Source: an optimization exercise on an open RTL-to-GDS flow (aim: small area and a short achievable clock period). Production flows keep margins and buffers that such runs may drop. For this run, only the layout was checked, not whether the RTL still works. Power figures rest on the tool's default switching activity, not on a simulated workload.

--- design/flow/config.mk ---
export PLATFORM = sky130hd
export DESIGN_NAME = FPA_final
export DESIGN_NICKNAME = FPA_final
export VERILOG_FILES = /design/flow/design.v
export SDC_FILE = /design/flow/constraint.sdc
export NUM_CORES = 4
export LEC_CHECK = 0
export ABC_AREA = 1
export CAP_MARGIN = 20
export CORE_MARGIN = 2
export CORE_UTILIZATION = 40
export SLEW_MARGIN = 20
export ADDER_MAP_FILE =
export SETUP_SLACK_MARGIN = 16.5
export BUFFER_PORTS_ARGS = -buffer_cell sky130_fd_sc_hd__buf_1
--- design/flow/constraint.sdc ---
create_clock -name core_clock -period 22.0 [get_ports {clk}]
set_input_delay 4.4000 -clock core_clock [delete_from_list [all_inputs] [get_ports {clk}]]
set_output_delay 4.4000 -clock core_clock [all_outputs]
set_load 0.01 [all_outputs]
--- design/flow/design.v ---
module Registers (
  input  [31:0] A,
  input  [31:0] B,
  input         gt_e,
  input         eq_e,
  input         of_in,
  input         rst_d,    
  output [31:0] Out
);
  function [32:0] add;
    input [31:0] a, b;
    input cin;
    input integer n;
    reg [31:0] g, p, g0, p0;
    integer i, l, j;
    begin
      g0 = a & b;
      p0 = a ^ b;
      g = g0;
      p = p0;
      g[0] = g0[0] | (p0[0] & cin);
      for (l = 0; (1 << l) < n; l = l + 1)
        for (i = 0; i < n; i = i + 1)
          if (i & (1 << l)) begin
            j = ((i >> l) << l) - 1;
            g[i] = g[i] | (p[i] & g[j]);
            p[i] = p[i] & p[j];
          end
      add = {g[n-1], p0 ^ {g[30:0], cin}};
    end
  endfunction
  wire        sa = A[31], sb = B[31];
  wire [7:0]  ea = A[30:23], eb = B[30:23];
  wire        sub = sa ^ sb;
  wire [23:0] ma = {1'b1, A[22:0]}, mb = {1'b1, B[22:0]};
  wire [32:0] fc  = add({9'd0, A[22:0]}, {9'd0, ~B[22:0]}, 1'b1, 23);
  wire        fge = fc[32];
  wire        agb = gt_e | (eq_e & fge);    
  wire        sw  = eq_e & fge;             
  wire [32:0] s0w = add({24'd0, ea}, {24'd0, ~eb}, 1'b0, 8);
  wire [7:0]  s0  = s0w[7:0];
  wire [7:0]  dd  = s0 ^ {8{~gt_e}};
  wire [7:0]  eL  = gt_e ? ea : eb;
  wire [23:0] xP  = (gt_e ? {1'b0, mb[23:1]} : ma) ^ {24{sub}};
  wire [55:0] xw  = {{32{sub}}, xP} >> dd[4:0];
  wire [23:0] xS  = (|dd[7:5]) ? {24{sub}} : xw[23:0];
  wire [23:0] mS  = sw ? mb ^ {24{sub}} : xS;
  wire [23:0] mL  = agb ? ma : mb;
  wire [32:0] sm  = add({8'd0, mL}, {8'd0, mS}, sub, 24);
  wire [24:0] r   = {sm[32] ^ sub, sm[23:0]};
  wire [31:0] x0 = {r, 7'd0};
  wire        z4 = ~|x0[31:16];
  wire [31:0] x1 = z4 ? {x0[15:0], 16'd0} : x0;
  wire        z3 = ~|x1[31:24];
  wire [31:0] x2 = z3 ? {x1[23:0], 8'd0} : x1;
  wire        z2 = ~|x2[31:28];
  wire [31:0] x3 = z2 ? {x2[27:0], 4'd0} : x2;
  wire        z1 = ~|x3[31:30];
  wire [31:0] x4 = z1 ? {x3[29:0], 2'd0} : x3;
  wire        z0 = ~x4[31];
  wire [31:0] x5 = z0 ? {x4[30:0], 1'd0} : x4;
  wire [4:0]  lz = {z4, z3, z2, z1, z0};
  wire        z  = ~|r;
  wire [7:0]  e1 = eL + 8'd1;
  wire [7:0]  e2 = eL + 8'd2;
  wire [7:0]  pe = z ? 8'd0 : e1 - {3'd0, lz};
  wire        of = of_in | (~z & (e2 == {3'd0, lz}));
  wire        sign = (agb ? sa : sb) & ~z;
  assign Out = rst_d ? 32'h00800000 : of ? 32'd0 : {sign, pe, x5[30:8]};
endmodule
module FPA (
  input  [31:0] A,
  input  [31:0] B,
  output        gt_e,     
  output        eq_e,     
  output        of_in     
);
  wire [7:0] ea = A[30:23], eb = B[30:23];
  assign gt_e  = ea > eb;
  assign eq_e  = ea == eb;
  assign of_in = (&ea) | (&eb);
endmodule
module FPA_final (
  input         clk,
  input         rst,
  input  [31:0] in1,
  input  [31:0] in2,
  output reg [31:0] OUT
);
  wire gt_n, eq_n, of_n;
  FPA B1 (.A(in1), .B(in2), .gt_e(gt_n), .eq_e(eq_n), .of_in(of_n));
  reg [31:0] A, B;
  reg        gt_e, eq_e, of_in, rst_d;
  always @(posedge clk) begin
    A     <= in1;
    B     <= in2;
    gt_e  <= gt_n;
    eq_e  <= eq_n;
    of_in <= of_n;
    rst_d <= rst;
  end
  wire [31:0] C;
  Registers M (.A(A), .B(B), .gt_e(gt_e), .eq_e(eq_e), .of_in(of_in),
               .rst_d(rst_d), .Out(C));
  always @(posedge clk) begin
    if (rst)
      OUT <= 32'd0;
    else
      OUT <= C;
  end
endmodule
--- design/flow/flow/run.sh ---
#!/bin/bash
# Standard layout with three changes: the full/half-adder extraction pass is
# skipped in synthesis (ABC maps the prefix adders directly), the ports get
# sky130 buf_1 buffers, and the repair passes aim below the design's period.
cp config.mk config_orig.log
cat >> config.mk <<'EOC'
export ADDER_MAP_FILE =
export SETUP_SLACK_MARGIN = 16.5
export BUFFER_PORTS_ARGS = -buffer_cell sky130_fd_sc_hd__buf_1
EOC
bash standard.sh > standard_run.log 2>&1
--- design/flow/standard.sh ---
#!/bin/bash
# synth_recipe.tcl (not shown) runs the flow's synth.tcl, then flattens the netlist and writes it again
# the make line also repeats each setting of config.mk as NAME=value (left out here)
make -C /OpenROAD-flow-scripts/flow DESIGN_CONFIG=/design/flow/config.mk WORK_HOME=/design/flow/orfs CLKGATE_MAP_FILE= SYNTH_SCRIPT=/design/flow/synth_recipe.tcl "${@:-finish}"
==> run notes <==
==> state kept, by name (all words and copies together), names as in the netlist <==
name / cells
A: 32
B: 32
OUT: 32
eq_e: 1
gt_e: 1
of_in: 1
rst_d: 1
==> synthesized netlist by cell type (all sizes together) <==
cell type  count
a211oi         1
a21boi         5
a21o           2
a21oi         69
a31oi          5
and2           5
and3           1
buf           45
clkbuf        10
clkinv         3
dfxtp        100
inv          181
mux2i          6
nand2        695
nand2b         1
nand3        142
nand3b        11
nand4         22
nor2         148
nor2b          1
nor3          10
nor4           5
o2111a         1
o2111ai        1
o211ai         5
o21a           3
o21ai        134
o21bai         3
o22ai          7
or2           13
xnor2         15
xor2          22
==> final cells by class <==
type                       count  share of cell area, %
multi-input combinational   1344                   58.3
inverter                     184                   5.73
timing repair inverter         6                  0.365
sequential                   100                   14.7
timing repair buffer         289                   16.2
clock buffer                   9                   1.60
tap                          285                   2.54
clock inverter                 6                  0.597
==> power by group <==
part           total (uW)  internal [uW]  leakage (uW)  switching, uW
Clock                 170           90.3      0.000151           80.1
Combinational         898            345       0.00581            553
Sequential            214            202      0.000839           11.6
==> placed cells by master (no fill, tap or decap), types with 7 or more instances in the layout <==
cell type / n
o21ai_1: 43
dfxtp_4: 9
o21ai_0: 61
nand2_2: 146
xnor2_2: 11
nand3b_1: 11
nand3_2: 44
nor3_1: 7
nand2_1: 490
nor2_1: 114
buf_12: 17
buf_6: 22
buf_4: 142
inv_1: 142
clkbuf_16: 11
nand4_1: 20
a21oi_1: 35
a21oi_4: 9
nor2_4: 16
nand2_4: 52
o21ai_4: 8
a21oi_2: 25
inv_2: 26
o21ai_2: 22
nand3_1: 92
nand2_8: 16
buf_1: 97
dfxtp_2: 25
dfxtp_1: 66
nand3_4: 8
xor2_1: 17
nor2_2: 17
==> per-layer routing <==
metal  GRT usage, %  up-vias  routed length (um)
met5              0        -                   0
met1           35.7     5615               15100
li1               -     5865                   -
met3           4.60      150                2890
met2           49.4      571               17600
met4           12.0        0                2080
==> through the flow <==
step                cell area [sq um]  hold WS, ps  total power [uW]  std cells  setup slack, ps
floorplan                        9280          424               656       1672            16590
global placement                 9720          446               776       2005            14550
detailed placement               9720          456               776       2005            14430
CTS                             12700          469              1150       2168            16500
global route                    14000          482              1360       2223            15860
finish                          14000          465              1280       2223            16180
==> cells by family (layout without fill, tap and decap cells) <==
family	count (synthesis)	count (layout)	synth area share, %
AO/OA/AOI/OAI	236	236	14.3
XOR/XNOR	37	37	3.65
buffers and inverters	239	494	11.0
multiplexers	6	6	0.647
AND/OR/NAND/NOR	1054	1065	48.8
flip-flops	100	100	21.6
==> critical path: cells and delay by family (launching register included) <==
kind	cells	cell delay (ps)
DFF	1	350
AOI/OAI and AO/OA	2	260
buffers and inverters	9	1040
and+or+nand+nor	37	4060
==> worst paths after layout <==
path,slack [ps],endpoint,cells after the start
hold reg to reg,460,OUT[23],2
setup reg to reg,16180,OUT[22],48
setup / recovery,16180,OUT[22],48
hold / removal,460,OUT[23],2
==> timing repair <==
item,in CTS,in global routing
setup endpoints to repair,32,34
resized for setup,362,265
pin swaps,138,138
cloned,23,4
buffers inserted,125,51
==> out/qor.csv <==
metric;value;unit
Area Overhead vs Synth;51.4;%
Yosys warnings;2;
Worst-path clk slew;80;ps
CTS tree;yes;
fill count;2011;
Hold Fails Final Rpt;0;
Root Buffer;clkbuf_16;
DRT Pass-1 Iters;8;
Synth area leader;nand2_1;
leak pwr;0.00680;uW
DP HPWL;22.1;mm
Synth top area share;26.7;%
flops & latches, synth;100;
minimum clock period after layout;5820;ps
full die area;24400;sq um
multi-input logic area;8190;sq um
fin. max-slew vios;0;
cts bufs inserted;9;
GRT overflow;0;
Fin Setup TNS;0;ps
clock latency (worst-skew pair);370;ps
GRT Overall Usage;28.7;%
syn_area_per_cell;5.55;sq um
P per Cell Area;91.3;nW/um^2
Max clock buf depth;2;
Cell variety after synth;58;
Core Area;22700;sq um
largest net degree at the start of global routing;26;
measured slew at the worst slew-check pin;1200;ps
Mapped Nets;1738;
chip width;156;um
slew margin rel.;19.2;%
CP endpoint kind;flip-flop;
synth top area cells;nand2_1 27%, dfxtp_1 22%, nand3_1 7.5%;
CTS H-tree lvls;3;
Crit Path Class;reg -> reg;
Post-CTS Hold Fix Bufs;0;
Mapped Area;9280;sq um
Post-layout nets;2000;
Die Y-Extent;156;um
initial antenna violation count;0;
Routed WL;37.7;mm
initial core utilization;40.9;%
# setup viols final;0;
clk sinks;100;
DRT iter0 DRCs;958;
number of diodes;0;
clock skew;11.7;ps
Sequential Area;2070;sq um
CP arrival;6080;ps
RSZ-0062 raised after global routing;yes;
worst-path maximum fanout;10;
cell row count;55;
vias in the first global route;11107;
Max Freq;172;MHz
crit path from;B[23];
Peak supply drop;0.0486;mV
status;finished clean;
antenna-violating nets left;0;
Routed WL per cell;17.0;um
vias per cell;5.49;
Max Cap Viol;0;
period utilization;26.5;%
layout cells sized above 1;36.1;%
I/O pins;98;
Worst setup SP type;flip-flop;
routability cong.;0.952;
final core utilization;61.8;%
hold path startpoint;rst_d;
Vias;12201;
sequential element share of the synthesized area;21.6;%
first-pass GRT wire length;55.9;mm
reg2reg start;B[23];
Hold Path Class;reg -> reg;
Critical Path Max Stage Delay;350;ps
WP data required;22260;ps
Slowest-stage cell, CP;dfxtp_2;
drt drc;0;
Syn Inst Count;1672;
Port Buf Inserts;97;

## re-timing with driven ports
Ports are ideal in the flow. The routed layout listed here was re-timed in OpenROAD.
Step 1 sets driving cells, clkbuf_16 on the clock port and buf_2 on the other inputs (assumed; they add their load-dependent delay and slew).
Step 2 times the ports against the registers' clock, not the clock port: input delays grow and output delays shrink by t, the midpoint of the rising clock arrivals with the driver on.
Three values: ideal ports, drivers, drivers and shift; two values: the first two.
t (ns): 0.405
slack for setup (ns): 16.179 / 16.179 / 16.179
hold slack, ns: 0.465 / 0.465 / 0.465
worst register clock-pin slew, ns: 0.08 / 0.08
worst slew at a driven data input, ns: 0.03
After both steps this run still meets setup and hold. The setup slack of this run moves by 0.000 ns with the drivers and by 0.000 ns with both steps.
